Context: an optimization exercise on an open-source flow, tuned for small area. The choices shown serve that exercise and are no tape-out recipe. The RTL was checked by simulation tests, not by an equivalence proof against the original design. Power is estimated from default activity; no workload was simulated.

[config.mk]
export PLATFORM = sky130hd
export DESIGN_NAME = uart_fifo
export DESIGN_NICKNAME = uart_fifo
export VERILOG_FILES = /design/flow/design.v
export SDC_FILE = /design/flow/constraint.sdc
export NUM_CORES = 4
export LEC_CHECK = 0
export ABC_AREA = 1
export CAP_MARGIN = 20
export CORE_MARGIN = 2
export CORE_UTILIZATION = 40
export SLEW_MARGIN = 20
[constraint.sdc]
create_clock -name core_clock -period 5.0 [get_ports {clk_i}]
set_input_delay 1.0000 -clock core_clock [delete_from_list [all_inputs] [get_ports {clk_i}]]
set_output_delay 1.0000 -clock core_clock [all_outputs]
set_load 0.01 [all_outputs]
[design.v]
module uart_tx (
    input  wire        clk_i,
    input  wire        rst_n_i,
    input  wire        cfg_en_i,
    input  wire [11:0] cfg_div_i,
    input  wire [ 1:0] cfg_bits_i,
    input  wire        cfg_parity_en_i,
    input  wire        cfg_stop_bits_i,
    output reg         tx_o,
    output reg         tx_busy_o,
    input  wire [ 7:0] tx_data_i,
    input  wire        tx_vld_i,
    output reg         tx_rdy_o
);
    localparam [2:0] IDLE = 3'd0, START = 3'd1, DATA = 3'd2, PARITY = 3'd3, STOP = 3'd4;
    reg  [ 2:0] state;
    reg  [ 2:0] state_next;
    reg  [ 2:0] cnt;
    reg  [ 7:0] data;
    reg         parity;
    reg  [ 1:0] stop;
    reg  [11:0] baud;
    wire        bit_done  = baud == cfg_div_i;
    wire        data_done = ({1'b0, cnt} + 4'd1 == {2'b0, cfg_bits_i} + 4'd5) && bit_done;
    wire        stop_done = (!cfg_stop_bits_i || stop[1]) && stop[0];
    always @(posedge clk_i) begin
        if (!tx_busy_o || bit_done) baud <= 12'h0;
        else baud <= baud + 12'd1;
    end
    always @(*) begin
        case (state)
            IDLE:    state_next = tx_vld_i ? START : IDLE;
            START:   state_next = bit_done ? DATA : START;
            DATA:    state_next = data_done ? (cfg_parity_en_i ? PARITY : STOP) : DATA;
            PARITY:  state_next = bit_done ? STOP : PARITY;
            STOP:    state_next = stop_done ? IDLE : STOP;
            default: state_next = IDLE;
        endcase
    end
    always @(posedge clk_i or negedge rst_n_i) begin
        if (!rst_n_i) begin
            state     <= IDLE;
            tx_o      <= 1'b0;
            tx_busy_o <= 1'b0;
        end else begin
            state     <= cfg_en_i ? state_next : IDLE;
            tx_busy_o <= state_next != IDLE;
            case (state)
                START:   tx_o <= 1'b0;
                DATA:    tx_o <= data[0];
                PARITY:  tx_o <= parity;
                default: tx_o <= 1'b1;
            endcase
        end
    end
    always @(posedge clk_i) begin
        tx_rdy_o <= state == START && bit_done;
        if (state == DATA) begin
            if (bit_done) begin
                parity <= parity ^ data[0];
                cnt    <= cnt + 3'd1;
            end
        end else if (state == START) begin
            parity <= 1'b0;
            cnt    <= 3'd0;
        end
        if (bit_done) begin
            data    <= (state == START) ? tx_data_i : {1'b0, data[7:1]};
            stop[0] <= state == STOP;
            stop[1] <= stop[0];
        end
    end
endmodule
module uart_rx (
    input  wire        clk_i,
    input  wire        rst_n_i,
    input  wire        cfg_en_i,
    input  wire [11:0] cfg_div_i,
    input  wire        cfg_parity_en_i,
    input  wire [ 1:0] cfg_bits_i,
    input  wire        rx_i,
    input  wire        rx_rdy_i,
    output reg         rx_vld_o,
    output reg  [ 7:0] rx_data_o
);
    localparam [2:0] IDLE = 3'd0, START = 3'd1, DATA = 3'd2, PARITY = 3'd3, STOP = 3'd4;
    reg  [ 2:0] state;
    reg  [ 2:0] state_next;
    reg  [ 2:0] cnt;
    reg         parity;
    reg         busy;
    reg  [11:0] baud;
    wire        bit_done  = baud == cfg_div_i;
    wire        half_done = baud == {1'b0, cfg_div_i[11:1]};
    wire        data_done = ({1'b0, cnt} + 4'd1 == {2'b0, cfg_bits_i} + 4'd5) && half_done;
    wire [ 3:0] next_7_4  = {
        cfg_bits_i == 2'd3 ? rx_i : 1'b0,
        cfg_bits_i == 2'd2 ? rx_i : rx_data_o[7],
        cfg_bits_i == 2'd1 ? rx_i : rx_data_o[6],
        cfg_bits_i == 2'd0 ? rx_i : rx_data_o[5]
    };
    always @(posedge clk_i) begin
        if (!busy || bit_done) baud <= 12'h0;
        else baud <= baud + 12'd1;
    end
    always @(*) begin
        case (state)
            IDLE:    state_next = !rx_i ? START : IDLE;
            START:   state_next = half_done ? (rx_i ? IDLE : DATA) : START;
            DATA:    state_next = data_done ? (cfg_parity_en_i ? PARITY : STOP) : DATA;
            PARITY:  state_next = half_done ? STOP : PARITY;
            STOP:    state_next = half_done ? IDLE : STOP;
            default: state_next = IDLE;
        endcase
    end
    always @(posedge clk_i or negedge rst_n_i) begin
        if (!rst_n_i) begin
            state    <= IDLE;
            busy     <= 1'b0;
            rx_vld_o <= 1'b0;
        end else begin
            state <= cfg_en_i ? state_next : IDLE;
            busy  <= state_next != IDLE;
            if (state == STOP && half_done) rx_vld_o <= cfg_parity_en_i ? !parity : 1'b1;
            else if (rx_rdy_i || state == START) rx_vld_o <= 1'b0;
        end
    end
    always @(posedge clk_i) begin
        if (state == DATA) begin
            if (half_done) begin
                rx_data_o <= {next_7_4, rx_data_o[4:1]};
                cnt       <= cnt + 3'd1;
            end
        end else if (state == START) begin
            rx_data_o <= 8'h0;
            cnt       <= 3'd0;
        end
        if (state == IDLE) parity <= 1'b0;
        else if (half_done && (state == DATA || state == PARITY)) parity <= parity ^ rx_i;
    end
endmodule
module sync_fifo #(
    parameter RST_DATA = 1
) (
    input  wire       clk_i,
    input  wire       rstn_i,
    output wire       wr_rdy_o,
    input  wire       wr_vld_i,
    input  wire [7:0] wr_data_i,
    input  wire       rd_rdy_i,
    output reg        rd_vld_o,
    output reg  [7:0] rd_data_o,
    output wire [3:0] elem_cnt_o
);
    reg  [3:0] cnt;
    reg  [7:0] line [0:7];
    wire       full  = cnt[3];
    wire       empty = ~|cnt;
    wire       wr    = wr_vld_i & ~full;
    wire       pre   = ~rd_vld_o | rd_rdy_i;
    wire       rd    = pre & ~empty;
    assign wr_rdy_o   = ~full;
    assign elem_cnt_o = cnt;
    always @(posedge clk_i or negedge rstn_i) begin
        if (!rstn_i) begin
            cnt      <= 4'd0;
            rd_vld_o <= 1'b0;
        end else begin
            if (wr & ~rd) cnt <= cnt + 4'd1;
            else if (rd & ~wr) cnt <= cnt - 4'd1;
            if (pre) rd_vld_o <= ~empty;
        end
    end
    always @(posedge clk_i) begin
        if (pre) rd_data_o <= line[cnt[2:0]];
    end
    integer i;
    generate
        if (RST_DATA) begin : g_rst
            always @(posedge clk_i or negedge rstn_i) begin
                if (!rstn_i) begin
                    for (i = 0; i < 8; i = i + 1) line[i] <= 8'd0;
                end else if (wr) begin
                    line[1] <= wr_data_i;
                    for (i = 2; i < 8; i = i + 1) line[i] <= line[i-1];
                    line[0] <= line[7];
                end
            end
        end else begin : g_norst
            always @(posedge clk_i) begin
                if (wr) begin
                    line[1] <= wr_data_i;
                    for (i = 2; i < 8; i = i + 1) line[i] <= line[i-1];
                    line[0] <= line[7];
                end
            end
        end
    endgenerate
endmodule
module uart_fifo (
    input  wire        clk_i,
    input  wire        rst_n_i,
    input  wire        cfg_en_i,
    input  wire [11:0] cfg_div_i,
    input  wire        cfg_parity_en_i,
    input  wire [ 1:0] cfg_bits_i,
    input  wire        cfg_stop_bits_i,
    input  wire        rx_i,
    output wire        tx_o,
    output wire        tx_busy_o,
    input  wire        wr_vld_i,
    input  wire [ 7:0] wr_data_i,
    output wire        wr_rdy_o,
    output wire [ 3:0] tx_cnt_o,
    output wire        rd_vld_o,
    output wire [ 7:0] rd_data_o,
    input  wire        rd_rdy_i,
    output wire [ 3:0] rx_cnt_o
);
    wire       tx_rdy;
    wire       tx_vld;
    wire [7:0] tx_data;
    wire       rx_rdy;
    wire       rx_vld;
    wire [7:0] rx_data;
    sync_fifo #(
        .RST_DATA(1)
    ) fifo_tx (
        .clk_i     (clk_i),
        .rstn_i    (rst_n_i),
        .wr_rdy_o  (wr_rdy_o),
        .wr_vld_i  (wr_vld_i),
        .wr_data_i (wr_data_i),
        .rd_rdy_i  (tx_rdy),
        .rd_vld_o  (tx_vld),
        .rd_data_o (tx_data),
        .elem_cnt_o(tx_cnt_o)
    );
    uart_tx tx_u (
        .clk_i          (clk_i),
        .rst_n_i        (rst_n_i),
        .cfg_en_i       (cfg_en_i),
        .cfg_div_i      (cfg_div_i),
        .cfg_bits_i     (cfg_bits_i),
        .cfg_parity_en_i(cfg_parity_en_i),
        .cfg_stop_bits_i(cfg_stop_bits_i),
        .tx_o           (tx_o),
        .tx_busy_o      (tx_busy_o),
        .tx_data_i      (tx_data),
        .tx_vld_i       (tx_vld),
        .tx_rdy_o       (tx_rdy)
    );
    uart_rx rx_u (
        .clk_i          (clk_i),
        .rst_n_i        (rst_n_i),
        .cfg_en_i       (cfg_en_i),
        .cfg_div_i      (cfg_div_i),
        .cfg_parity_en_i(cfg_parity_en_i),
        .cfg_bits_i     (cfg_bits_i),
        .rx_i           (rx_i),
        .rx_rdy_i       (rx_rdy),
        .rx_vld_o       (rx_vld),
        .rx_data_o      (rx_data)
    );
    sync_fifo #(
        .RST_DATA(0)
    ) fifo_rx (
        .clk_i     (clk_i),
        .rstn_i    (rst_n_i),
        .wr_rdy_o  (rx_rdy),
        .wr_vld_i  (rx_vld),
        .wr_data_i (rx_data),
        .rd_rdy_i  (rd_rdy_i),
        .rd_vld_o  (rd_vld_o),
        .rd_data_o (rd_data_o),
        .elem_cnt_o(rx_cnt_o)
    );
endmodule
[run.sh]
#!/bin/bash
# synth_recipe.tcl (not shown) runs the flow's synth.tcl, then flattens the netlist and writes it again
# the make line also repeats each setting of config.mk as NAME=value (left out here)
make -C /OpenROAD-flow-scripts/flow DESIGN_CONFIG=/design/flow/config.mk WORK_HOME=/design/flow/orfs CLKGATE_MAP_FILE= SYNTH_SCRIPT=/design/flow/synth_recipe.tcl finish
==> results of run 1 <==
-- per-stage QoR --
step	std cells	setup WS (ns)	power (uW)	cell area (um^2)	hold WS, ns
5_1_grt	1434	1.71	5890	11300	0.442
6_report	1434	1.98	5520	11300	0.419
2_1_floorplan	1040	0.172	3430	9820	0.400
4_1_cts	1434	1.98	5590	11300	0.424
3_3_place_gp	1391	1.53	3910	10600	0.404
3_5_place_dp	1391	1.44	3940	10600	0.407
-- worst max-delay path by stage --
stage	depth (start not counted)	end	slack, ns
2_1_floorplan	11	fifo_rx.cnt[3]	0.17
3_3_place_gp	13	fifo_tx.cnt[3]	1.53
3_5_place_dp	13	fifo_tx.cnt[3]	1.44
4_1_cts	13	fifo_tx.cnt[3]	1.98
5_1_grt	14	fifo_rx.cnt[3]	1.71
6_report	14	fifo_rx.cnt[3]	1.98
-- Yosys cell counts, drive strengths merged (5+ instances only) --
| library cell | instances | share of area |
|---|---|---|
| a21oi | 11 | 0.0060 |
| a311oi | 8 | 0.0071 |
| a41oi | 8 | 0.0071 |
| buf | 14 | 0.0083 |
| clkbuf | 11 | 0.0043 |
| dfrtp | 84 | 0.21 |
| dfxtp | 26 | 0.053 |
| edfxtp | 105 | 0.32 |
| ha | 14 | 0.018 |
| inv | 179 | 0.068 |
| nand2 | 215 | 0.083 |
| nand3 | 43 | 0.023 |
| nand4 | 7 | 0.0045 |
| nor2 | 107 | 0.045 |
| nor3 | 16 | 0.0092 |
| nor4 | 10 | 0.0064 |
| o21ai | 81 | 0.042 |
| o22ai | 38 | 0.024 |
| or2 | 5 | 0.0032 |
| xnor2 | 16 | 0.014 |
| xor2 | 26 | 0.023 |
-- power groups by stage --
stage | clock, uW | combinational (uW) | sequential, uW
floorplan | 0 | 970 | 2460
global placement | 0 | 1390 | 2520
detailed placement | 0 | 1410 | 2530
CTS | 1660 | 1420 | 2500
global route | 1730 | 1610 | 2550
finish | 1620 | 1400 | 2500
-- cell type report --
cell class | count | area (um^2)
clock buffer | 41 | 706
clock inverter | 2 | 20.0
fill | 2325 | 12800
inverter | 183 | 688
multi-input combinational | 617 | 3240
sequential | 215 | 5780
tap | 324 | 405
timing repair buffer | 52 | 510
-- registers in the layout, summed over array words and instances, names as in the netlist, 2 cells and up --
register / cells
rx_u.cnt: 3
tx_u.cnt: 3
tx_u.data: 8
fifo_tx.line: 64
fifo_rx.cnt: 4
tx_u.baud: 12
rx_u.rx_data_o: 8
fifo_rx.line: 64
tx_u.stop: 2
fifo_tx.cnt: 4
tx_u.state: 3
fifo_tx.rd_data_o: 8
rx_u.baud: 12
fifo_rx.rd_data_o: 8
rx_u.state: 3
-- per-layer routing --
layer	GRT usage	part of all wire
met5	0	0
met4	0.0393	0.020
met2	0.252	0.46
met1	0.213	0.48
met3	0.0230	0.035
-- cell families (layout without fill, tap and decap cells) --
logic type | Yosys count | count (layout)
flip-flops | 215 | 215
AND/OR/NAND/NOR | 405 | 405
multiplexers | 3 | 3
buffers and inverters | 208 | 278
adder cells (fa/ha/maj) | 16 | 16
XOR/XNOR | 42 | 42
AO/OA/AOI/OAI | 151 | 151
==> impl_metrics.yaml, run 1 <==
cts:
  cts_hold_buf: 0
  post_cts_buffers: 0
  cts.path.max_buffers: 3
  cts.sinks: 215
  cts_resized: 0
  ctsHtreeMaxLevel: 1
  cts_tree: "built"
  clk_latency_ns: 0.52
  path_clk_slew_ns: 0.06
  numCtsBuffers: 24
  cts_root_buf: "clkbuf_16"
power_and_ir_drop:
  power_density_nw_per_um2: 486
  seqPwrFrac: 0.452
  power_switching_uw: 1780
  p_int_uw: 3740
  leakage_uw: 0.00477
  swShare: 0.322
  combPwrFrac: 0.255
  ir_worst_vdd_v: 0.000317
  clockPowerShare: 0.293
yosys:
  synth_top_family_by_area: "simple AND/OR/NAND/NOR gates"
  yosys_most_used_dff: "edfxtp_1"
  yosys.area_share.adder: 0.0219
  ys_seq_area_frac: 0.588
  netlist_area_um2: 9820
  synth_edf_count: 105
  synth.area.mux_share: 0.00306
  syn_avg_cell_area_um2: 9.44
  ys_types: 43
  synth_xor_xnor_area_share: 0.0375
  synth_compound_area_frac: 0.0900
  syn_inst: 1040
  ys_warn_count: 6
  synth_simple_gate_area_share: 0.176
  synth-seq-cells: 215
  syn_nets: 1086
  ys_async_sr_fraction: 0.391
worst_setup_path:
  slowest_delay_ns: 0.46
  rrSetupSlack_ns: 2.06
  r2r_end: "fifo_rx.cnt[3]"
  critical_path_class: "primary input to register"
  cp-end-kind: "register"
  path_buf_inv: 3
  startpoint: "rd_rdy_i"
  crit_family: "simple AND/OR/NAND/NOR gates"
  critical_path_required_ns: 5.40
  path_cells: "clkdlybuf4s50_1, inv_1, nand2_1, o21ai_0, ha_1, inv_1, ha_1, nand2_1, nor2_1, a211oi_1, nor2_1, nor2_1, nand2_1, xnor2_1"
  worstSetupStartpointType: "primary input"
  reg2reg_from: "fifo_rx.cnt[0]"
  arrival_ns: 3.42
  critPathMaxFanout: 10
  slowest_stage: "clkdlybuf4s50_1"
  r2r.worst_path.cells: 13
sta:
  finalSetupTns_ns: 0
  drv_slew: 0
  fmax_mhz: 331
  fin_skew_ns: 0.0215
  period_share: 0.604
  finalHoldViolCount: 0
  maxSlewHeadroom: 0.407
  setup_viol: 0
  worst-slew-pin-transition_ns: 0.889
  rsz0062_at_grt: "false"
  finalCriticalPeriod_ns: 3.02
worst_hold_path:
  hp-class: "primary input to asynchronous set/reset pin"
run:
  drv_cap: 0
layout:
  diodes: 0
  final_cell_mix: "nand2_1 (211), inv_1 (171), edfxtp_1 (105), nor2_1 (97), dfrtp_1 (84)"
  nNetsFinal: 1139
  final_util: 0.469
  mostFrequentLayoutCell: "nand2_1"
  syn_to_final_growth_pct: 15.6
  drive_gt1_frac: 0.0604
floorplan:
  num_rows: 57
  coreArea_um2: 24200
  die_area_um2: 25800
  die_h_um: 161
  io_pins: 50
  die-width_um: 161
  start_util: 0.406
detailed_routing:
  drt-initial-drc-count: 338
  drt_drc_violations_left: 0
  wl_per_cell_um: 13.4
  finalWirelength_mm: 19.3
  viasPerCell: 4.73
  first_pass_iters: 4
  vias: 6784
  ant_nets: 0
global_route:
  grt_first_pass_wirelength_mm: 32.6
  grt.total_usage: 0.153
  grt-ovfl-total: 0
  grt_pass1_vias: 6617
  grt_max_degree: 113
  antenna_found_initial: 0
run_status:
  status: "finished clean"
placement:
  dpl.hpwl_mm: 13.1
  place.gp.congestion: 0.820
  io_buffers: 49
==> run 2, diff against run 1 <==
--- a/design.v
+++ b/design.v
@@ -23,3 +23,3 @@
     wire        bit_done  = baud == cfg_div_i;
-    wire        data_done = ({1'b0, cnt} + 4'd1 == {2'b0, cfg_bits_i} + 4'd5) && bit_done;
+    wire        data_done = cnt[2] && (cnt[1:0] == cfg_bits_i) && bit_done;
     wire        stop_done = (!cfg_stop_bits_i || stop[1]) && stop[0];
@@ -94,3 +94,3 @@
     wire        half_done = baud == {1'b0, cfg_div_i[11:1]};
-    wire        data_done = ({1'b0, cnt} + 4'd1 == {2'b0, cfg_bits_i} + 4'd5) && half_done;
+    wire        data_done = cnt[2] && (cnt[1:0] == cfg_bits_i) && half_done;
     wire [ 3:0] next_7_4  = {
@@ -174,26 +174,31 @@
     always @(posedge clk_i) begin
-        if (pre) rd_data_o <= line[cnt[2:0]];
-    end
-    integer i;
+        if (pre) rd_data_o <= (cnt[2:0] == 3'd0) ? line0 : line[cnt[2:0]];
+    end
+    wire [7:0] line0;
     generate
-        if (RST_DATA) begin : g_rst
+        if (RST_DATA) begin : g_seen
+            reg [2:0] wcnt;
+            reg       seen;
             always @(posedge clk_i or negedge rstn_i) begin
                 if (!rstn_i) begin
-                    for (i = 0; i < 8; i = i + 1) line[i] <= 8'd0;
+                    wcnt <= 3'd0;
+                    seen <= 1'b0;
                 end else if (wr) begin
-                    line[1] <= wr_data_i;
-                    for (i = 2; i < 8; i = i + 1) line[i] <= line[i-1];
-                    line[0] <= line[7];
+                    wcnt <= wcnt + 3'd1;
+                    if (&wcnt) seen <= 1'b1;
                 end
             end
-        end else begin : g_norst
-            always @(posedge clk_i) begin
-                if (wr) begin
-                    line[1] <= wr_data_i;
-                    for (i = 2; i < 8; i = i + 1) line[i] <= line[i-1];
-                    line[0] <= line[7];
-                end
-            end
+            assign line0 = line[0] & {8{seen}};
+        end else begin : g_noseen
+            assign line0 = line[0];
         end
     endgenerate
+    integer i;
+    always @(posedge clk_i) begin
+        if (wr) begin
+            line[1] <= wr_data_i;
+            for (i = 2; i < 8; i = i + 1) line[i] <= line[i-1];
+            line[0] <= line[7];
+        end
+    end
 endmodule
==> flow/run.sh (new file) <==
#!/bin/bash
# Own layout flow: the standard flow (standard.sh, with the standard
# synthesis unchanged), except that
#  - the port buffers are sky130_fd_sc_hd__buf_1 (every port still gets one),
#  - the clock tree is built from clkbuf_4 with larger sink clusters and
#    without the dummy loads CTS adds for balancing.
# make's full output goes to flow_make.log; ORFS's per-step logs stay in orfs/logs.
set -euo pipefail
cd "$(dirname "${BASH_SOURCE[0]}")/.."
bash standard.sh \
  "BUFFER_PORTS_ARGS=-buffer_cell sky130_fd_sc_hd__buf_1" \
  "CTS_ARGS=-sink_clustering_enable -repair_clock_nets -dont_use_dummy_load -buf_list sky130_fd_sc_hd__clkbuf_16 -sink_clustering_size 30 -sink_clustering_max_diameter 100" \
  finish > flow_make.log 2>&1
==> standard.sh (new file) <==
#!/bin/bash
# synth_recipe.tcl (not shown) runs the flow's synth.tcl, then flattens the netlist and writes it again
# the make line also repeats each setting of config.mk as NAME=value (left out here)
make -C /OpenROAD-flow-scripts/flow DESIGN_CONFIG=/design/flow/config.mk WORK_HOME=/design/flow/orfs CLKGATE_MAP_FILE= SYNTH_SCRIPT=/design/flow/synth_recipe.tcl "${@:-finish}"
--- a/config.mk
+++ b/config.mk
@@ -7,3 +7,2 @@
 export LEC_CHECK = 0
-export ABC_AREA = 1
 export CAP_MARGIN = 20
removed: run.sh
==> impl_metrics.yaml, run 2 <==
power_and_ir_drop:
  p_int_uw: 3220
  power_density_nw_per_um2: 467
  power_switching_uw: 1450
  ir_worst_vdd_v: 0.000206
  leakage_uw: 0.00347
  combPwrFrac: 0.271
  clockPowerShare: 0.196
  seqPwrFrac: 0.533
  swShare: 0.310
worst_setup_path:
  cp-end-kind: "register"
  worstSetupStartpointType: "primary input"
  critical_path_required_ns: 5.07
  rrSetupSlack_ns: 2.10
  reg2reg_from: "rx_u.baud[2]"
  r2r_end: "rx_u.cnt[0]"
  arrival_ns: 3.23
  critPathMaxFanout: 12
  critical_path_class: "primary input to register"
  r2r.worst_path.cells: 5
sta:
  period_share: 0.632
  finalSetupTns_ns: 0
  fmax_mhz: 316
  drv_slew: 0
  holdWs_ns: 0.446
  worst-slew-pin-transition_ns: 1.01
  maxSlewHeadroom: 0.328
  setup_viol: 0
  rsz0062_at_grt: "false"
  setup_ws_ns: 1.84
  finalHoldViolCount: 0
  fin_skew_ns: 0.0233
  finalCriticalPeriod_ns: 3.16
yosys:
  netlist_area_um2: 9290
  yosys.area.top_type: "edfxtp_1"
  ys_warn_count: 6
  syn_inst: 678
  synth.most_common_cell: "edfxtp_1"
  syn_avg_cell_area_um2: 13.7
  synthTopCellsByArea: "edfxtp_1 (55%), dfrtp_1 (6.5%), dfxtp_1 (5.6%)"
  synth-seq-cells: 219
  ys_async_sr_fraction: 0.110
  synth_top_area_frac: 0.547
  yosys_most_used_dff: "edfxtp_1"
  ys_types: 54
  ys_seq_area_frac: 0.667
  syn_nets: 721
  synth_edf_count: 169
  synth_common_cells: "edfxtp_1 (169), nor2_1 (58), nand2_1 (48)"
cts:
  clk_latency_ns: 0.46
  ctsHtreeMaxLevel: 1
  cts.path.max_buffers: 3
  cts.sinks: 219
  post_cts_buffers: 0
  cts_hold_buf: 0
  path_clk_slew_ns: 0.10
  numCtsBuffers: 11
  cts_root_buf: "clkbuf_16"
  cts_resized: 0
  cts_tree: "built"
global_route:
  grt-ovfl-total: 0
  antenna_found_initial: 0
  grt_first_pass_wirelength_mm: 27.4
  grt.total_usage: 0.138
  grt_pass1_vias: 5451
  grt_max_degree: 69
detailed_routing:
  ant_nets: 0
  vias: 5257
  viasPerCell: 5.27
  finalWirelength_mm: 16.4
  drt-initial-drc-count: 359
  wl_per_cell_um: 16.4
  first_pass_iters: 5
  drt_drc_violations_left: 0
layout:
  syn_to_final_growth_pct: 7.82
  fin_area_um2: 10000
  mostFrequentLayoutCell: "edfxtp_1"
  multi_input_area_um2: 2880
  reg_top3: "fifo_rx.line x64, fifo_tx.line x64"
  seq_area_um2: 6200
  drive_gt1_frac: 0.0757
  nFillCells: 2056
  final_cell_mix: "edfxtp_1 (169), nor2_1 (58), buf_1 (49), nand2_1 (48), xor2_1 (38)"
  nNetsFinal: 758
  diodes: 0
placement:
  placed_cell_area_um2: 9740
  io_buffers: 49
  place_worst_setup_slack_ns: 1.37
  place.gp.congestion: 0.903
  dpl.hpwl_mm: 11.1
floorplan:
  coreArea_um2: 22700
  io_pins: 50
  die-width_um: 156
  die_area_um2: 24400
  num_rows: 55
  start_util: 0.409
  die_h_um: 156
run_status:
  status: "finished clean"
run:
  drv_cap: 0
worst_hold_path:
  worstHoldPathCells: 0
  hp-start: "rx_u.rx_data_o[0]"
  hp-class: "register to register"
  min_to: "fifo_rx.line[1][0]"
-- run 2: cell count changes after synthesis, sizes merged, moves of 10 or more --
cell / previous run / this run
a21oi: 11 / 26
and3: 0 / 10
xnor2: 16 / 34
nand2: 215 / 48
o21ai: 81 / 21
mux2i: 3 / 13
nor2: 107 / 58
nand3: 43 / 20
o22ai: 38 / 6
dfrtp: 84 / 24
mux2: 0 / 18
inv: 179 / 16
xor2: 26 / 38
edfxtp: 105 / 169
-- run 2: metrics by stage --
stage / util / power [uW] / instances
floorplan: - / 3470 / 678
global placement: 0.429 / 3770 / 987
detailed placement: 0.429 / 3820 / 987
CTS: 0.441 / 4740 / 998
global route: 0.441 / 4980 / 998
finish: 0.441 / 4670 / 998
-- run 2: power by group through the flow --
stage	Sequential, uW	Clock [uW]	Combinational [uW]
2_1_floorplan	2480	0	991
3_3_place_gp	2520	0	1250
3_5_place_dp	2530	0	1280
4_1_cts	2490	957	1290
5_1_grt	2530	1010	1440
6_report	2490	917	1270
-- run 2: kinds of logic (layout without fill, tap and decap cells) --
logic type / Yosys count / in the layout / share of synthesized area
AOI/OAI and AO/OA: 89 / 89 / 0.0619
adders and majority gates: 13 / 13 / 0.0191
muxes: 40 / 40 / 0.0577
and+or+nand+nor: 195 / 195 / 0.101
xor gates and xnor gates: 72 / 72 / 0.0679
buffers and inverters: 50 / 85 / 0.0247
DFF: 219 / 219 / 0.667
-- run 2: how the worst max path moves through the flow --
stage,cells after the start,endpoint,slack [ns],from
4_1_cts,6,rx_u.cnt[0],1.85,cfg_div_i[1]
2_1_floorplan,9,fifo_rx.cnt[3],0.02,fifo_rx.cnt[3]
3_5_place_dp,6,rx_u.rx_data_o[3],1.37,cfg_div_i[1]
6_report,6,rx_u.cnt[0],1.84,cfg_div_i[1]
3_3_place_gp,6,rx_u.rx_data_o[3],1.46,cfg_div_i[9]
5_1_grt,6,rx_u.cnt[0],1.57,cfg_div_i[3]
-- run 2: per-layer routing --
metal  wire [um]  share of wire  track usage  up-vias
li1            -              -            -     2546
met3         438          0.027       0.0188       17
met2        8030           0.49        0.239       86
met4         297          0.018       0.0354        0
met1        7630           0.47        0.183     2608
met5           0              0            0        -
-- run 2: critical path, cell delays in order --
cell and delay, ns:
buf_1 0.13, xor2_1 0.17, nor4_1 0.30, nand3_1 0.36, or3b_1 0.45, a21oi_1 0.80
-- run 2: final cells by class --
cell class / instances / share of cell area
clock buffer: 11 / 0.0275
inverter: 17 / 0.00637
multi-input combinational: 409 / 0.287
sequential: 219 / 0.619
tap: 285 / 0.0356
timing repair buffer: 57 / 0.0244
==> run 3, diff against run 2 <==
--- a/flow/run.sh
+++ b/flow/run.sh
@@ -11,3 +11,3 @@
   "BUFFER_PORTS_ARGS=-buffer_cell sky130_fd_sc_hd__buf_1" \
-  "CTS_ARGS=-sink_clustering_enable -repair_clock_nets -dont_use_dummy_load -buf_list sky130_fd_sc_hd__clkbuf_16 -sink_clustering_size 30 -sink_clustering_max_diameter 100" \
+  "CTS_ARGS=-sink_clustering_enable -repair_clock_nets -dont_use_dummy_load -buf_list sky130_fd_sc_hd__clkbuf_8 -sink_clustering_size 16 -sink_clustering_max_diameter 60" \
   finish > flow_make.log 2>&1
==> impl_metrics.yaml, run 3 <==
yosys:
  synth_common_cells: "edfxtp_1 (169), nor2_1 (58), nand2_1 (48)"
  synth.most_common_cell: "edfxtp_1"
  synthTopCellsByArea: "edfxtp_1 (55%), dfrtp_1 (6.5%), dfxtp_1 (5.6%)"
  syn_inst: 678
  ys_async_sr_fraction: 0.110
  syn_nets: 721
  syn_avg_cell_area_um2: 13.7
  synth-seq-cells: 219
  ys_seq_area_frac: 0.667
  netlist_area_um2: 9290
  ys_types: 54
  yosys.area.top_type: "edfxtp_1"
  synth_top_area_frac: 0.547
  ys_warn_count: 6
  yosys_most_used_dff: "edfxtp_1"
  synth_edf_count: 169
layout:
  syn_to_final_growth_pct: 7.82
  diodes: 0
  final_cell_mix: "edfxtp_1 (169), nor2_1 (58), buf_1 (49), nand2_1 (48), xor2_1 (38)"
  reg_top3: "fifo_rx.line x64, fifo_tx.line x64"
  finalNonFillerCells: 1007
  drive_gt1_frac: 0.0873
  mostFrequentLayoutCell: "edfxtp_1"
  nNetsFinal: 767
global_route:
  grt.total_usage: 0.140
  grt_pass1_vias: 5533
  grt_first_pass_wirelength_mm: 28.0
  grt-ovfl-total: 0
  antenna_found_initial: 0
  grt_max_degree: 69
sta:
  drv_slew: 0
  finalSetupTns_ns: 0
  fin_skew_ns: 0.0303
  worst-slew-pin-transition_ns: 1.00
  finalCriticalPeriod_ns: 3.15
  maxSlewHeadroom: 0.334
  fmax_mhz: 318
  finalHoldViolCount: 0
  holdWs_ns: 0.435
  setup_viol: 0
  rsz0062_at_grt: "false"
  period_share: 0.630
cts:
  cts_hold_buf: 0
  path_clk_slew_ns: 0.09
  cts.path.max_buffers: 3
  numCtsBuffers: 20
  clk_latency_ns: 0.50
  cts_resized: 0
  post_cts_buffers: 0
  cts_root_buf: "clkbuf_8"
  cts_tree: "built"
  cts.sinks: 219
  ctsHtreeMaxLevel: 1
detailed_routing:
  drt-initial-drc-count: 353
  top_layer: "met4"
  vias: 5297
  met3WireLength_um: 550
  first_pass_iters: 5
  ant_nets: 0
  met1_length_mm: 7.70
  viasPerCell: 5.26
  wl_per_cell_um: 16.6
  wl_met2_mm: 8.03
  drt_drc_violations_left: 0
  finalWirelength_mm: 16.7
floorplan:
  start_util: 0.409
  die-width_um: 156
  coreArea_um2: 22700
  io_pins: 50
  num_rows: 55
  die_h_um: 156
  die_area_um2: 24400
power_and_ir_drop:
  ir_worst_vdd_v: 0.000241
  power.total_uw: 4650
  power_density_nw_per_um2: 465
  leakage_uw: 0.00348
placement:
  io_buffers: 49
  place.gp.congestion: 0.903
  dp.cells: 987
  dpl.hpwl_mm: 11.1
worst_setup_path:
  critical_path_required_ns: 5.09
  critical_path_class: "primary input to register"
  arrival_ns: 3.24
  worstSetupStartpointType: "primary input"
  critPathMaxFanout: 12
  cp-end-kind: "register"
run_status:
  status: "finished clean"
run:
  drv_cap: 0
worst_hold_path:
  hp-class: "register to register"
==> run 3: cell counts after synthesis <==
Identical to the previous run, type by type.
==> run 3: final timing paths <==
kind                                     from                 end  slack, ns  cells after the start
setup / recovery                 cfg_div_i[1]         rx_u.cnt[0]       1.85                      6
setup reg to reg                 rx_u.baud[2]         rx_u.cnt[0]       2.08                      5
min in group asynchronous             rst_n_i      fifo_tx.cnt[2]       0.46                      2
hold / removal             fifo_tx.line[3][2]  fifo_tx.line[4][2]       0.43                      0
max in group asynchronous             rst_n_i       rx_u.rx_vld_o       4.23                      2
hold reg to reg            fifo_tx.line[3][2]  fifo_tx.line[4][2]       0.43                      0
==> run 3: metal layers <==
layer,global-route usage,up-vias
li1,-,2559
met1,0.185,2598
met2,0.238,108
met3,0.0208,32
met4,0.0433,0
met5,0,-
==> run 3: per-stage QoR <==
stage	cell area, um^2	setup slack (ns)	util
finish	10000	1.85	0.441
global route	10000	1.60	0.441
CTS	10000	1.88	0.441
detailed placement	9740	1.37	0.429
global placement	9740	1.46	0.429
floorplan	9290	0.0211	-
==> run 3: area by class of cell <==
class	count	area, um^2
Tap cell	285	357
Multi-Input combinational cell	409	2880
Fill cell	2070	12700
Sequential cell	219	6200
Inverter	17	63.8
Clock buffer	20	275
Timing Repair Buffer	57	244
==> run 3: power breakdown <==
group	switching [uW]	total, uW	internal, uW	leakage [uW]
clock	537	895	359	0.000144
sequential	214	2490	2280	0.00206
combinational	719	1270	550	0.00127
total	1470	4650	3180	0.00348
==> run 3: critical path, cell delays in order <==
cell and delay, ns:
buf_1 0.19, xor2_1 0.12, nor4_1 0.31, nand3_1 0.36, or3b_1 0.46, a21oi_1 0.80
==> run 3: cell families (layout without fill, tap and decap cells) <==
logic type | count (synthesis) | in the layout | synth area share
flip-flops | 219 | 219 | 0.667
AND/OR/NAND/NOR | 195 | 195 | 0.101
AO/OA/AOI/OAI | 89 | 89 | 0.0619
XOR/XNOR | 72 | 72 | 0.0679
buffers and inverters | 50 | 94 | 0.0247
multiplexers | 40 | 40 | 0.0577
adder cells (fa/ha/maj) | 13 | 13 | 0.0191
==> run 4, diff against run 3 <==
==> flow/run.sh (replaced) <==
#!/bin/bash
# Own layout flow, built on the standard flow (standard.sh):
#  1. Synthesis is the standard synthesis script (synth_recipe.tcl, via
#     standard.sh) with one change: ABC maps the combinational logic with an
#     area-oriented script (flow/abc_area_map.script: repeated dch + map -a)
#     instead of ORFS's abc_speed.script. Flip-flops are mapped by dfflibmap
#     before ABC runs, so the registers, their names and cells are the
#     standard synthesis's. ORFS's scripts are copied into this work folder
#     and only abc_speed.script is replaced in the copy.
#  2. Floorplan to finish is standard.sh with ORFS's own scripts, except that
#     the port buffers are sky130_fd_sc_hd__buf_1 (every port still gets one)
#     and the clock tree uses clkbuf_8 with larger sink clusters and no dummy
#     loads.
# Each make call's full output goes to its own log in this folder; ORFS's
# per-step logs are in orfs/logs.
set -euo pipefail
cd "$(dirname "${BASH_SOURCE[0]}")/.."
rm -rf synth_scripts
cp -r "$FLOW_HOME/scripts" synth_scripts
cp flow/abc_area_map.script synth_scripts/abc_speed.script
bash standard.sh "SCRIPTS_DIR=$PWD/synth_scripts" ABC_AREA=0 synth > flow_synth.log 2>&1
bash standard.sh \
  "BUFFER_PORTS_ARGS=-buffer_cell sky130_fd_sc_hd__buf_1" \
  "CTS_ARGS=-sink_clustering_enable -repair_clock_nets -dont_use_dummy_load -buf_list sky130_fd_sc_hd__clkbuf_8 -sink_clustering_size 16 -sink_clustering_max_diameter 60" \
  finish > flow_layout.log 2>&1
==> flow/abc_area_map.script (new file) <==
strash
dch
map -a
strash
dch -f
map -a
strash
dch -f
map -a
strash
dch -f
map -a
topo
stime -c
==> impl_metrics.yaml, run 4 <==
cts:
  cts_root_buf: "clkbuf_8"
  numCtsBuffers: 19
  cts.sinks: 219
  clk_latency_ns: 0.52
  ctsHtreeMaxLevel: 1
  cts_tree: "built"
  cts_resized: 0
  cts.path.max_buffers: 3
  cts_hold_buf: 0
  path_clk_slew_ns: 0.10
  post_cts_buffers: 0
yosys:
  syn_nets: 720
  syn_avg_cell_area_um2: 13.0
  netlist_area_um2: 8820
  yosys_most_used_dff: "edfxtp_1"
  ys_async_sr_fraction: 0.110
  synthTopCellsByArea: "edfxtp_1 (58%), dfrtp_1 (6.8%), dfxtp_1 (5.9%)"
  yosys.area.top_type: "edfxtp_1"
  synth_top_area_frac: 0.576
  ys_warn_count: 6
  synth_common_cells: "edfxtp_1 (169), clkinv_1 (75), nand2_1 (62)"
  synth_edf_count: 169
  syn_inst: 677
  synth-seq-cells: 219
  synth.most_common_cell: "edfxtp_1"
  ys_seq_area_frac: 0.703
  ys_types: 36
worst_setup_path:
  crit_family: "buffers and inverters"
  path_cells: "nor2_4, buf_4, ha_1, clkinv_1, ha_1, clkinv_1, o21bai_1, nor2_1, nor3b_1, xor2_1"
  path_buf_inv: 3
  arrival_ns: 3.30
  worstSetupStartpointType: "register"
  slowest_stage: "buf_4"
  r2r.worst_path.cells: 10
  r2r_end: "fifo_rx.cnt[3]"
  critical_path_class: "register to register"
  critical_path_required_ns: 5.42
  rrSetupSlack_ns: 2.12
  slowest_delay_ns: 0.62
  reg2reg_from: "fifo_rx.cnt[3]"
  cp-end-kind: "register"
  critPathMaxFanout: 65
sta:
  drv_slew: 0
  rsz0062_at_grt: "false"
  finalCriticalPeriod_ns: 2.88
  worst-slew-pin-transition_ns: 0.816
  setup_viol: 0
  fmax_mhz: 347
  fin_skew_ns: 0.0506
  finalHoldViolCount: 0
  period_share: 0.576
  maxSlewHeadroom: 0.456
  finalSetupTns_ns: 0
placement:
  dpl.hpwl_mm: 12.0
  place.gp.congestion: 0.896
  io_buffers: 49
  placed_cell_area_um2: 9450
floorplan:
  io_pins: 50
  die_area_um2: 23200
  die-width_um: 152
  num_rows: 54
  start_util: 0.405
  coreArea_um2: 21800
  die_h_um: 152
detailed_routing:
  viasPerCell: 5.46
  finalWirelength_mm: 17.6
  vias: 5635
  wl_per_cell_um: 17.0
  first_pass_iters: 5
  ant_nets: 0
  drt-initial-drc-count: 305
  drt_drc_violations_left: 0
worst_hold_path:
  hp-class: "register to register"
  worstHoldPathCells: 0
  hp-start: "fifo_tx.line[4][3]"
  min_to: "fifo_tx.line[5][3]"
layout:
  drive_gt1_frac: 0.0652
  nNetsFinal: 797
  final_util: 0.447
  reg_top3: "fifo_rx.line x64, fifo_tx.line x64"
  final_cell_mix: "edfxtp_1 (169), clkinv_1 (75), nand2_1 (62), a22oi_1 (58), nor2_1 (54)"
  diodes: 0
  syn_to_final_growth_pct: 10.2
  fin_area_um2: 9720
  mostFrequentLayoutCell: "edfxtp_1"
power_and_ir_drop:
  seqPwrFrac: 0.559
  p_int_uw: 3030
  power_density_nw_per_um2: 454
  ir_worst_vdd_v: 0.000303
  power_switching_uw: 1380
  swShare: 0.313
  clockPowerShare: 0.198
  leakage_uw: 0.00318
  combPwrFrac: 0.242
global_route:
  grt.total_usage: 0.150
  antenna_found_initial: 0
  grt_pass1_vias: 5643
  grt_max_degree: 68
  grt-ovfl-total: 0
  grt_first_pass_wirelength_mm: 29.1
run_status:
  status: "finished clean"
run:
  drv_cap: 0
run 4: changes by cell type after synthesis, moves of 12 or more:
cell,before,now
nor3_1,8,41
a22oi_1,5,58
mux2_2,18,1
clkbuf_1,16,0
inv_1,16,0
mux2i_1,13,0
xor2_1,38,26
clkinv_1,1,75
nand2_1,48,62
xnor2_1,34,5
o21ai_0,21,9
run 4: final cells by class:
| cell class | instances | area, um^2 |
|---|---|---|
| Fill cell | 1984 | 12000 |
| Multi-Input combinational cell | 381 | 2370 |
| Tap cell | 280 | 350 |
| Clock buffer | 19 | 262 |
| Timing Repair Buffer | 58 | 251 |
| Sequential cell | 219 | 6200 |
| Inverter | 75 | 282 |
run 4: how the worst max path moves through the flow:
stage	startpoint	endpoint	slack [ns]	depth (start not counted)
detailed placement	rd_rdy_i	fifo_rx.cnt[3]	1.84	12
floorplan	fifo_rx.cnt[3]	fifo_rx.cnt[3]	0.20	9
global placement	rd_rdy_i	fifo_rx.cnt[3]	2.09	12
global route	fifo_rx.cnt[1]	fifo_rx.cnt[3]	1.90	12
CTS	fifo_rx.cnt[3]	fifo_rx.cnt[3]	2.11	10
finish	fifo_rx.cnt[3]	fifo_rx.cnt[3]	2.12	10
run 4: cells by family (layout without fill, tap and decap cells):
| family | count (synthesis) | count (layout) | synth area share |
|---|---|---|---|
| and+or+nand+nor | 200 | 200 | 0.102 |
| muxes | 1 | 1 | 0.00128 |
| DFF | 219 | 219 | 0.703 |
| adders and majority gates | 13 | 13 | 0.0202 |
| buffers and inverters | 77 | 152 | 0.0336 |
| AOI/OAI and AO/OA | 136 | 136 | 0.109 |
| xor gates and xnor gates | 31 | 31 | 0.0308 |
run 4: worst register-to-register path: cells and delay by family, from the launching register on:
| family | cells | cell delay [ns] |
|---|---|---|
| compound gates | 1 | 0.19 |
| xor+xnor | 1 | 0.18 |
| fa+ha+maj | 2 | 0.63 |
| buf+inv | 3 | 0.86 |
| flops | 1 | 0.48 |
| simple gates | 3 | 0.46 |
run 4: routing by layer:
metal  part of all wire  routed length, um  track usage  vias to the layer above
li1                   -                  -            -                     2674
met1               0.43               7610        0.200                     2769
met2               0.50               8730        0.261                      166
met3              0.052                919       0.0253                       26
met4              0.017                305       0.0340                        0
met5                  0                  0            0                        -
run 4: power by group through the flow:
stage               Clock (uW)  Combinational [uW]  Sequential, uW
floorplan                    0                 708            2480
global placement             0                1040            2490
detailed placement           0                1080            2510
CTS                        921                1090            2470
global route               979                1210            2500
finish                     875                1070            2470
run 4: stage by stage:
step | hold WS, ns | setup slack (ns) | cells | power, uW
finish | 0.394 | 2.12 | 1032 | 4410
global route | 0.390 | 1.90 | 1032 | 4690
CTS | 0.392 | 2.11 | 1032 | 4480
detailed placement | 0.406 | 1.84 | 1013 | 3590
global placement | 0.409 | 2.09 | 1013 | 3520
floorplan | 0.400 | 0.202 | 677 | 3180
==> run 5, diff against run 4 <==
--- a/config.mk
+++ b/config.mk
@@ -7,5 +7,5 @@
 export LEC_CHECK = 0
-export CAP_MARGIN = 20
+export CAP_MARGIN = 0
 export CORE_MARGIN = 2
-export CORE_UTILIZATION = 40
-export SLEW_MARGIN = 20
+export CORE_UTILIZATION = 65
+export SLEW_MARGIN = 0
==> impl_metrics.yaml, run 5 <==
worst_setup_path:
  cp-end-kind: "register"
  critPathMaxFanout: 65
  r2r.worst_path.cells: 10
  arrival_ns: 3.30
  startpoint: "fifo_rx.cnt[3]"
  worstSetupStartpointType: "register"
  critical_path_class: "register to register"
  crit_end: "fifo_rx.cnt[3]"
  reg2reg_from: "fifo_rx.cnt[3]"
  rrSetupSlack_ns: 2.10
  critical_path_required_ns: 5.41
  r2r_end: "fifo_rx.cnt[3]"
placement:
  placed_cell_area_um2: 9280
  dpl.hpwl_mm: 11.4
  place_worst_setup_slack_ns: 1.86
  place.gp.congestion: 0.967
  io_buffers: 49
floorplan:
  die-width_um: 120
  coreArea_um2: 13200
  num_rows: 42
  die_area_um2: 14500
  io_pins: 50
  die_h_um: 120
  start_util: 0.666
layout:
  nNetsFinal: 795
  nFillCells: 926
  final_cell_mix: "edfxtp_1 (169), clkinv_1 (75), nand2_1 (62), a22oi_1 (58), nor2_1 (54)"
  mostFrequentLayoutCell: "edfxtp_1"
  diodes: 0
  multi_input_area_um2: 2340
  final_util: 0.720
  reg_top3: "fifo_rx.line x64, fifo_tx.line x64"
  drive_gt1_frac: 0.0533
  fin_area_um2: 9530
  syn_to_final_growth_pct: 8.07
  seq_area_um2: 6200
global_route:
  grt.total_usage: 0.231
  grt_pass1_vias: 5665
  antenna_found_initial: 0
  grt-ovfl-total: 0
  grt_first_pass_wirelength_mm: 26.8
  grt_max_degree: 68
detailed_routing:
  drt-initial-drc-count: 397
  wl_per_cell_um: 17.6
  finalWirelength_mm: 16.3
  drt_drc_violations_left: 0
  vias: 5616
  first_pass_iters: 6
  ant_nets: 0
  viasPerCell: 6.06
yosys:
  yosys_most_used_dff: "edfxtp_1"
  synth-seq-cells: 219
  yosys.area.top_type: "edfxtp_1"
  syn_nets: 720
  syn_avg_cell_area_um2: 13.0
  synth_top_area_frac: 0.576
  synthTopCellsByArea: "edfxtp_1 (58%), dfrtp_1 (6.8%), dfxtp_1 (5.9%)"
  ys_types: 36
  netlist_area_um2: 8820
  synth.most_common_cell: "edfxtp_1"
  ys_warn_count: 6
  synth_common_cells: "edfxtp_1 (169), clkinv_1 (75), nand2_1 (62)"
  synth_edf_count: 169
  syn_inst: 677
  ys_seq_area_frac: 0.703
  ys_async_sr_fraction: 0.110
sta:
  fmax_mhz: 345
  setup_ws_ns: 2.10
  maxSlewHeadroom: 0.172
  rsz0062_at_grt: "false"
  setup_viol: 0
  finalSetupTns_ns: 0
  finalHoldViolCount: 0
  worst-slew-pin-transition_ns: 1.23
  period_share: 0.579
  drv_slew: 0
  finalCriticalPeriod_ns: 2.90
  fin_skew_ns: 0.0442
cts:
  cts_hold_buf: 0
  cts.path.max_buffers: 3
  cts.sinks: 219
  numCtsBuffers: 18
  path_clk_slew_ns: 0.09
  ctsHtreeMaxLevel: 1
  post_cts_buffers: 0
  cts_resized: 0
  cts_tree: "built"
  cts_root_buf: "clkbuf_8"
  clk_latency_ns: 0.51
power_and_ir_drop:
  leakage_uw: 0.00316
  power_density_nw_per_um2: 455
  ir_worst_vdd_v: 0.000343
  power.total_uw: 4340
run:
  drv_cap: 0
worst_hold_path:
  hp-class: "register to register"
run_status:
  status: "finished clean"
==> run 5: cell counts after synthesis <==
Identical to the previous run, type by type.
==> run 5: cell type report <==
type	instances	share of cell area
clock buffer	18	0.0260
inverter	75	0.0295
multi-input combinational	381	0.246
sequential	219	0.650
tap	176	0.0231
timing repair buffer	57	0.0256
==> run 5: report_power, final <==
group | total, uW | internal [uW] | switching, uW
Sequential | 2460 | 2270 | 190
Clock | 840 | 324 | 516
Combinational | 1040 | 413 | 627
Total | 4340 | 3010 | 1330
==> run 5: logic make-up after synthesis <==
group | share of synthesized area
AOI/OAI and AO/OA | 0.109
xor gates and xnor gates | 0.0308
adders and majority gates | 0.0202
buffers and inverters | 0.0336
DFF | 0.703
muxes | 0.00128
and+or+nand+nor | 0.102
==> run 5: worst min path at each step <==
stage	from	end	slack, ns	cells after the start
3_5_place_dp	rx_u.rx_data_o[0]	fifo_rx.line[1][0]	0.41	0
4_1_cts	fifo_tx.line[1][2]	fifo_tx.line[2][2]	0.44	0
6_report	fifo_tx.line[1][2]	fifo_tx.line[2][2]	0.43	0
2_1_floorplan	rx_u.rx_data_o[0]	fifo_rx.line[1][0]	0.40	0
5_1_grt	fifo_tx.line[1][2]	fifo_tx.line[2][2]	0.45	0
3_3_place_gp	rx_u.rx_data_o[0]	fifo_rx.line[1][0]	0.40	0
==> run 5: layer usage <==
metal / track usage / routed length (um) / vias to the layer above
li1: - / - / 2677
met2: 0.394 / 8100 / 176
met5: 0 / 0 / -
met4: 0.0814 / 442 / 0
met3: 0.0373 / 792 / 40
met1: 0.304 / 6920 / 2723
==> run 5: worst max-delay path, stage by stage (launching register included) <==
cell and delay, ns:
dfrtp_1 0.49, nor2_4 0.13, buf_4 0.62, ha_1 0.27, clkinv_1 0.17, ha_1 0.37
clkinv_1 0.07, o21bai_1 0.19, nor2_1 0.06, nor3b_1 0.24, xor2_1 0.19
==> run 5: metrics by stage <==
step	instances	hold WS (ns)
floorplan	677	0.400
detailed placement	908	0.410
finish	926	0.434
CTS	926	0.437
global placement	908	0.404
global route	926	0.454
==> run 6, diff against run 5 <==
--- a/flow/run.sh
+++ b/flow/run.sh
@@ -4,3 +4,3 @@
 #     standard.sh) with one change: ABC maps the combinational logic with an
-#     area-oriented script (flow/abc_area_map.script: repeated dch + map -a)
+#     area-oriented script (flow/abc_area_map.script: repeated dch + amap)
 #     instead of ORFS's abc_speed.script. Flip-flops are mapped by dfflibmap
==> flow/abc_area_map.script (replaced) <==
strash
dch
amap
strash
dch -f
amap
strash
dch -f
amap
strash
dch -f
amap
topo
stime -c
==> impl_metrics.yaml, run 6 <==
power_and_ir_drop:
  p_int_uw: 3000
  ir_worst_vdd_v: 0.000407
  clockPowerShare: 0.192
  swShare: 0.316
  power_density_nw_per_um2: 465
  power_switching_uw: 1380
  leakage_uw: 0.00308
  seqPwrFrac: 0.561
  combPwrFrac: 0.247
yosys:
  synth_top_area_frac: 0.585
  syn_avg_cell_area_um2: 13.4
  syn_inst: 648
  ys_warn_count: 6
  ys_async_sr_fraction: 0.110
  syn_nets: 691
  ys_types: 40
  yosys_most_used_dff: "edfxtp_1"
  yosys.area.top_type: "edfxtp_1"
  netlist_area_um2: 8670
  ys_seq_area_frac: 0.714
  synth_common_cells: "edfxtp_1 (169), nor2_1 (69), clkinv_1 (59)"
  synth.most_common_cell: "edfxtp_1"
  synth-seq-cells: 219
  synth_edf_count: 169
  synthTopCellsByArea: "edfxtp_1 (59%), dfrtp_1 (6.9%), dfxtp_1 (6.0%)"
layout:
  diodes: 0
  syn_to_final_growth_pct: 8.56
  final_cell_mix: "edfxtp_1 (169), nor2_1 (69), clkinv_1 (58), buf_1 (49), nand2_1 (36)"
  nFillCells: 921
  reg_top3: "fifo_rx.line x64, fifo_tx.line x64"
  nNetsFinal: 771
  final_util: 0.717
  drive_gt1_frac: 0.0455
  mostFrequentLayoutCell: "edfxtp_1"
placement:
  dpl.hpwl_mm: 11.6
  place.gp.congestion: 0.886
  io_buffers: 49
detailed_routing:
  viasPerCell: 6.30
  ant_nets: 0
  first_pass_iters: 5
  finalWirelength_mm: 16.7
  vias: 5686
  drt_drc_violations_left: 0
  wl_per_cell_um: 18.5
  drt-initial-drc-count: 581
run_status:
  status: "finished clean"
cts:
  cts_hold_buf: 0
  numCtsBuffers: 18
  cts.sinks: 219
  cts_tree: "built"
  post_cts_buffers: 0
  cts.path.max_buffers: 3
  cts_root_buf: "clkbuf_8"
  ctsHtreeMaxLevel: 1
  cts_resized: 0
  clk_latency_ns: 0.53
  path_clk_slew_ns: 0.10
floorplan:
  num_rows: 42
  start_util: 0.660
  die-width_um: 120
  io_pins: 50
  die_area_um2: 14300
  coreArea_um2: 13100
  die_h_um: 120
sta:
  fmax_mhz: 247
  finalSetupTns_ns: 0
  finalHoldViolCount: 0
  rsz0062_at_grt: "false"
  fin_skew_ns: 0.0602
  worst-slew-pin-transition_ns: 1.34
  setup_viol: 0
  period_share: 0.809
  finalCriticalPeriod_ns: 4.05
  maxSlewHeadroom: 0.0916
  holdWs_ns: 0.435
  drv_slew: 0
worst_setup_path:
  slowest_stage: "nor2_1"
  cp-end-kind: "register"
  crit_family: "simple AND/OR/NAND/NOR gates"
  slowest_delay_ns: 0.54
  path_cells: "nor2_1, clkinv_1, nor2_1, clkinv_1, o21ai_0, ha_1, clkinv_1, ha_1, a21oi_1, nor2_1, nor2_1, nor2_1, a211oi_1, nor2_1, a21oi_1"
  critical_path_class: "register to register"
  critical_path_required_ns: 5.42
  critPathMaxFanout: 8
  path_common_cell: "nor2_1"
  arrival_ns: 4.46
  rrSetupSlack_ns: 0.95
  worstSetupStartpointType: "register"
  path_buf_inv: 3
global_route:
  grt_pass1_vias: 5483
  grt_max_degree: 67
  grt_first_pass_wirelength_mm: 26.9
  grt.total_usage: 0.236
  grt-ovfl-total: 0
  antenna_found_initial: 0
worst_hold_path:
  hp-class: "primary input to asynchronous set/reset pin"
run:
  drv_cap: 0
run 6: cell types whose count changed after synthesis, sizes merged, moves of 14 or more:
cell / delta
nor3: -17
a22oi: -49
xor2: -26
o22ai: +19
a222oi: +26
a211oi: +14
o21ai: +15
clkinv: -16
nand2: -26
run 6: final cells by class:
type / count / area [um^2] / area share
multi-input cells: 368 / 2250 / 0.239
flip-flops and latches: 219 / 6200 / 0.658
repair buffers: 62 / 282 / 0.0299
well taps: 176 / 220 / 0.0234
clock buffers: 18 / 248 / 0.0263
inverters: 59 / 221 / 0.0235
run 6: cell families after synthesis:
| kind of cell | after synthesis | synth area share |
|---|---|---|
| AND/OR/NAND/NOR | 178 | 0.0932 |
| adder cells (fa/ha/maj) | 13 | 0.0205 |
| AO/OA/AOI/OAI | 177 | 0.145 |
| flip-flops | 219 | 0.714 |
| buffers and inverters | 61 | 0.0273 |
run 6: power groups by stage:
stage / registers [uW] / logic [uW] / clock network [uW]
after global placement: 2480 / 1040 / 0
after global routing: 2490 / 1210 / 929
after CTS: 2460 / 1080 / 867
after detailed placement: 2500 / 1070 / 0
final: 2460 / 1080 / 841
after floorplan: 2480 / 702 / 0
run 6: per-layer routing:
layer | wire [um] | global-route usage | vias to the layer above | part of all wire
met1 | 6950 | 0.322 | 2721 | 0.42
met3 | 1040 | 0.0418 | 34 | 0.063
met4 | 371 | 0.0735 | 0 | 0.022
met5 | 0 | 0 | - | 0
li1 | - | - | 2697 | -
met2 | 8300 | 0.392 | 234 | 0.50
run 6: path summary, 6_finish.rpt:
check | startpoint | cells after the start | endpoint
worst max-delay path | fifo_rx.cnt[1] | 15 | fifo_rx.cnt[3]
worst min-delay path | rst_n_i | 2 | fifo_tx.g_seen.wcnt[0]
worst max register to register | fifo_rx.cnt[1] | 15 | fifo_rx.cnt[3]
worst min register to register | fifo_rx.line[2][5] | 0 | fifo_rx.line[3][5]
max in group asynchronous | rst_n_i | 2 | fifo_rx.rd_vld_o
min in group core_clock | fifo_rx.line[2][5] | 0 | fifo_rx.line[3][5]
run 6: per-stage QoR:
| step | cell area, um^2 | cells | total power, uW | setup WS (ns) |
|---|---|---|---|---|
| 3_3_place_gp | 9170 | 884 | 3530 | 1.32 |
| 6_report | 9410 | 902 | 4380 | 0.954 |
| 4_1_cts | 9410 | 902 | 4400 | 0.988 |
| 3_5_place_dp | 9170 | 884 | 3570 | 1.03 |
| 5_1_grt | 9410 | 902 | 4630 | 0.453 |
| 2_1_floorplan | 8670 | 648 | 3180 | 0.769 |
==> run 7, diff against run 6 <==
--- a/flow/run.sh
+++ b/flow/run.sh
@@ -4,3 +4,3 @@
 #     standard.sh) with one change: ABC maps the combinational logic with an
-#     area-oriented script (flow/abc_area_map.script: repeated dch + amap)
+#     area-oriented script (flow/abc_area_map.script: repeated dch + map -a)
 #     instead of ORFS's abc_speed.script. Flip-flops are mapped by dfflibmap
@@ -23,3 +23,3 @@
   "BUFFER_PORTS_ARGS=-buffer_cell sky130_fd_sc_hd__buf_1" \
-  "CTS_ARGS=-sink_clustering_enable -repair_clock_nets -dont_use_dummy_load -buf_list sky130_fd_sc_hd__clkbuf_8 -sink_clustering_size 16 -sink_clustering_max_diameter 60" \
+  "CTS_ARGS=-sink_clustering_enable -repair_clock_nets -dont_use_dummy_load -buf_list sky130_fd_sc_hd__clkbuf_8 -sink_clustering_size 20 -sink_clustering_max_diameter 50" \
   finish > flow_layout.log 2>&1
==> flow/abc_area_map.script (replaced) <==
strash
dch
map -a
strash
dch -f
map -a
strash
dch -f
map -a
strash
dch -f
map -a
topo
stime -c
==> impl_metrics.yaml, run 7 <==
worst_setup_path:
  path_cells: "nor2_4, buf_4, ha_1, clkinv_1, ha_1, clkinv_1, o21bai_1, nor2_1, nor3b_1, xor2_1"
  rrSetupSlack_ns: 2.10
  critPathMaxFanout: 65
  reg2reg_from: "fifo_rx.cnt[3]"
  slowest_delay_ns: 0.62
  cp-end-kind: "register"
  critical_path_class: "register to register"
  arrival_ns: 3.30
  critical_path_required_ns: 5.40
  startpoint: "fifo_rx.cnt[3]"
  slowest_stage: "buf_4"
  r2r.worst_path.cells: 10
  r2r_end: "fifo_rx.cnt[3]"
  worstSetupStartpointType: "register"
  crit_end: "fifo_rx.cnt[3]"
yosys:
  synthTopCellsByArea: "edfxtp_1 (58%), dfrtp_1 (6.8%), dfxtp_1 (5.9%)"
  syn_nets: 720
  synth-seq-cells: 219
  syn_inst: 677
  ys_warn_count: 6
  synth_top_area_frac: 0.576
  ys_types: 36
  yosys_most_used_dff: "edfxtp_1"
  syn_avg_cell_area_um2: 13.0
  synth_edf_count: 169
  netlist_area_um2: 8820
  synth.most_common_cell: "edfxtp_1"
  yosys.area.top_type: "edfxtp_1"
  ys_seq_area_frac: 0.703
  ys_async_sr_fraction: 0.110
  synth_common_cells: "edfxtp_1 (169), clkinv_1 (75), nand2_1 (62)"
detailed_routing:
  finalWirelength_mm: 16.3
  first_pass_iters: 5
  viasPerCell: 6.04
  drt-initial-drc-count: 350
  wl_per_cell_um: 17.6
  drt_drc_violations_left: 0
  ant_nets: 0
  vias: 5605
sta:
  fin_skew_ns: 0.0454
  finalCriticalPeriod_ns: 2.90
  worst-slew-pin-transition_ns: 1.24
  fmax_mhz: 345
  finalHoldViolCount: 0
  period_share: 0.580
  rsz0062_at_grt: "false"
  setup_ws_ns: 2.10
  setup_viol: 0
  drv_slew: 0
  finalSetupTns_ns: 0
  maxSlewHeadroom: 0.166
cts:
  numCtsBuffers: 20
  cts_tree: "built"
  cts.path.max_buffers: 3
  ctsHtreeMaxLevel: 1
  cts_resized: 0
  cts.sinks: 219
  path_clk_slew_ns: 0.09
  cts_root_buf: "clkbuf_8"
  clk_latency_ns: 0.52
  cts_hold_buf: 0
  post_cts_buffers: 0
layout:
  nFillCells: 930
  reg_top3: "fifo_rx.line x64, fifo_tx.line x64"
  drive_gt1_frac: 0.0559
  diodes: 0
  final_cell_mix: "edfxtp_1 (169), clkinv_1 (75), nand2_1 (62), a22oi_1 (58), nor2_1 (54)"
  mostFrequentLayoutCell: "edfxtp_1"
  nNetsFinal: 797
  syn_to_final_growth_pct: 8.39
placement:
  place.gp.congestion: 0.967
  dpl.hpwl_mm: 11.4
  io_buffers: 49
  place_worst_setup_slack_ns: 1.86
power_and_ir_drop:
  power_density_nw_per_um2: 458
  leakage_uw: 0.00317
  ir_worst_vdd_v: 0.000367
worst_hold_path:
  hp-class: "register to register"
global_route:
  grt_pass1_vias: 5708
  antenna_found_initial: 0
  grt-ovfl-total: 0
  grt_max_degree: 68
  grt.total_usage: 0.232
  grt_first_pass_wirelength_mm: 26.8
floorplan:
  coreArea_um2: 13200
  die-width_um: 120
  start_util: 0.666
  num_rows: 42
  die_area_um2: 14500
  die_h_um: 120
  io_pins: 50
run_status:
  status: "finished clean"
run:
  drv_cap: 0
==> run 7: cell count changes in the layout (fill, tap and decap cells not counted), moves of 15 or more <==
cell,change
nand2_1,+26
a22oi_1,+49
o21ai_0,-15
clkinv_1,+17
xor2_1,+26
o22ai_1,-19
a222oi_1,-26
nor3_1,+17
nor2_1,-15
==> run 7: critical path: cells and delay by family (launching register included) <==
kind | cells | cell delay, ns
and+or+nand+nor | 3 | 0.43
xor gates and xnor gates | 1 | 0.19
adders and majority gates | 2 | 0.63
AOI/OAI and AO/OA | 1 | 0.19
DFF | 1 | 0.48
buffers and inverters | 3 | 0.85
==> run 7: how the worst min path moves through the flow <==
stage,startpoint,end,slack (ns),cells past startpoint
after floorplan,rx_u.rx_data_o[0],fifo_rx.line[1][0],0.40,0
after global placement,rx_u.rx_data_o[0],fifo_rx.line[1][0],0.40,0
after detailed placement,rx_u.rx_data_o[0],fifo_rx.line[1][0],0.41,0
after CTS,fifo_tx.line[4][7],fifo_tx.line[5][7],0.41,0
after global routing,fifo_tx.line[4][7],fifo_tx.line[5][7],0.43,0
final,fifo_tx.line[4][7],fifo_tx.line[5][7],0.41,0
==> run 7: report_power, final <==
group,total (uW),switching (uW),internal [uW]
Sequential,2460,192,2270
Combinational,1040,624,413
Clock,881,523,358
Total,4380,1340,3040
==> run 7: per-layer routing <==
metal | vias up | GRT usage | share of wire
met5 | - | 0 | 0
li1 | 2682 | - | -
met4 | 0 | 0.0887 | 0.028
met2 | 173 | 0.397 | 0.50
met3 | 47 | 0.0368 | 0.052
met1 | 2703 | 0.300 | 0.42
==> run 7: logic make-up (layout without fill, tap and decap cells) <==
family	Yosys count	in the layout	share of synthesized area
compound gates	136	136	0.109
xor+xnor	31	31	0.0308
fa+ha+maj	13	13	0.0202
buf+inv	77	152	0.0336
flops	219	219	0.703
mux	1	1	0.00128
simple gates	200	200	0.102
==> run 7: final cells by class <==
class / count / area (um^2) / share of cell area
flip-flops and latches: 219 / 6200 / 0.648
well taps: 176 / 220 / 0.0230
inverters: 75 / 282 / 0.0295
multi-input cells: 381 / 2340 / 0.245
clock buffers: 20 / 275 / 0.0288
repair buffers: 57 / 244 / 0.0255
==> run 7: per-stage QoR <==
stage / hold WS [ns] / total power, uW / util / instance area [um^2] / instances
after floorplan: 0.400 / 3180 / - / 8820 / 677
after global placement: 0.404 / 3490 / 0.701 / 9280 / 908
after detailed placement: 0.410 / 3540 / 0.701 / 9280 / 908
after CTS: 0.412 / 4410 / 0.722 / 9560 / 928
after global routing: 0.427 / 4630 / 0.722 / 9560 / 928
final: 0.407 / 4380 / 0.722 / 9560 / 928

[separate check: timing with driven ports]
Ports are ideal in the flow. The routed layouts listed here were re-timed in OpenROAD. Step 1, drivers: a clkbuf_16 drives clk_i and a buf_2 each remaining input, both assumed. Step 2 times the ports against the registers' clock, not the clock port: input delays grow and output delays shrink by t, the midpoint of the rising clock arrivals with the driver on. Three values: ideal ports, drivers, drivers and shift; two values: the first two.
run	t, ns	setup WS [ns]	worst setup path after step 2	worst register clock-pin slew, ns	cell pins on the clock port's net
run 1	0.557	1.978 / 1.997 / 1.440	input to register	0.06 / 0.06	1
run 2	0.497	1.840 / 1.864 / 1.367	input to register	0.11 / 0.11	1
run 3	0.533	1.851 / 1.868 / 1.335	input to register	0.10 / 0.10	1
run 4	0.537	2.120 / 2.120 / 1.813	input to register	0.10 / 0.10	1
run 5	0.522	2.105 / 2.105 / 1.868	input to register	0.10 / 0.10	1
run 6	0.532	0.954 / 0.954 / 0.954	register to register	0.10 / 0.10	1
run 7	0.530	2.098 / 2.098 / 1.859	input to register	0.11 / 0.11	1
After both steps setup and hold are still met in every run listed. For run 1, which loses most, drivers alone change the setup slack by +0.019 ns; drivers and shift together by -0.538 ns.
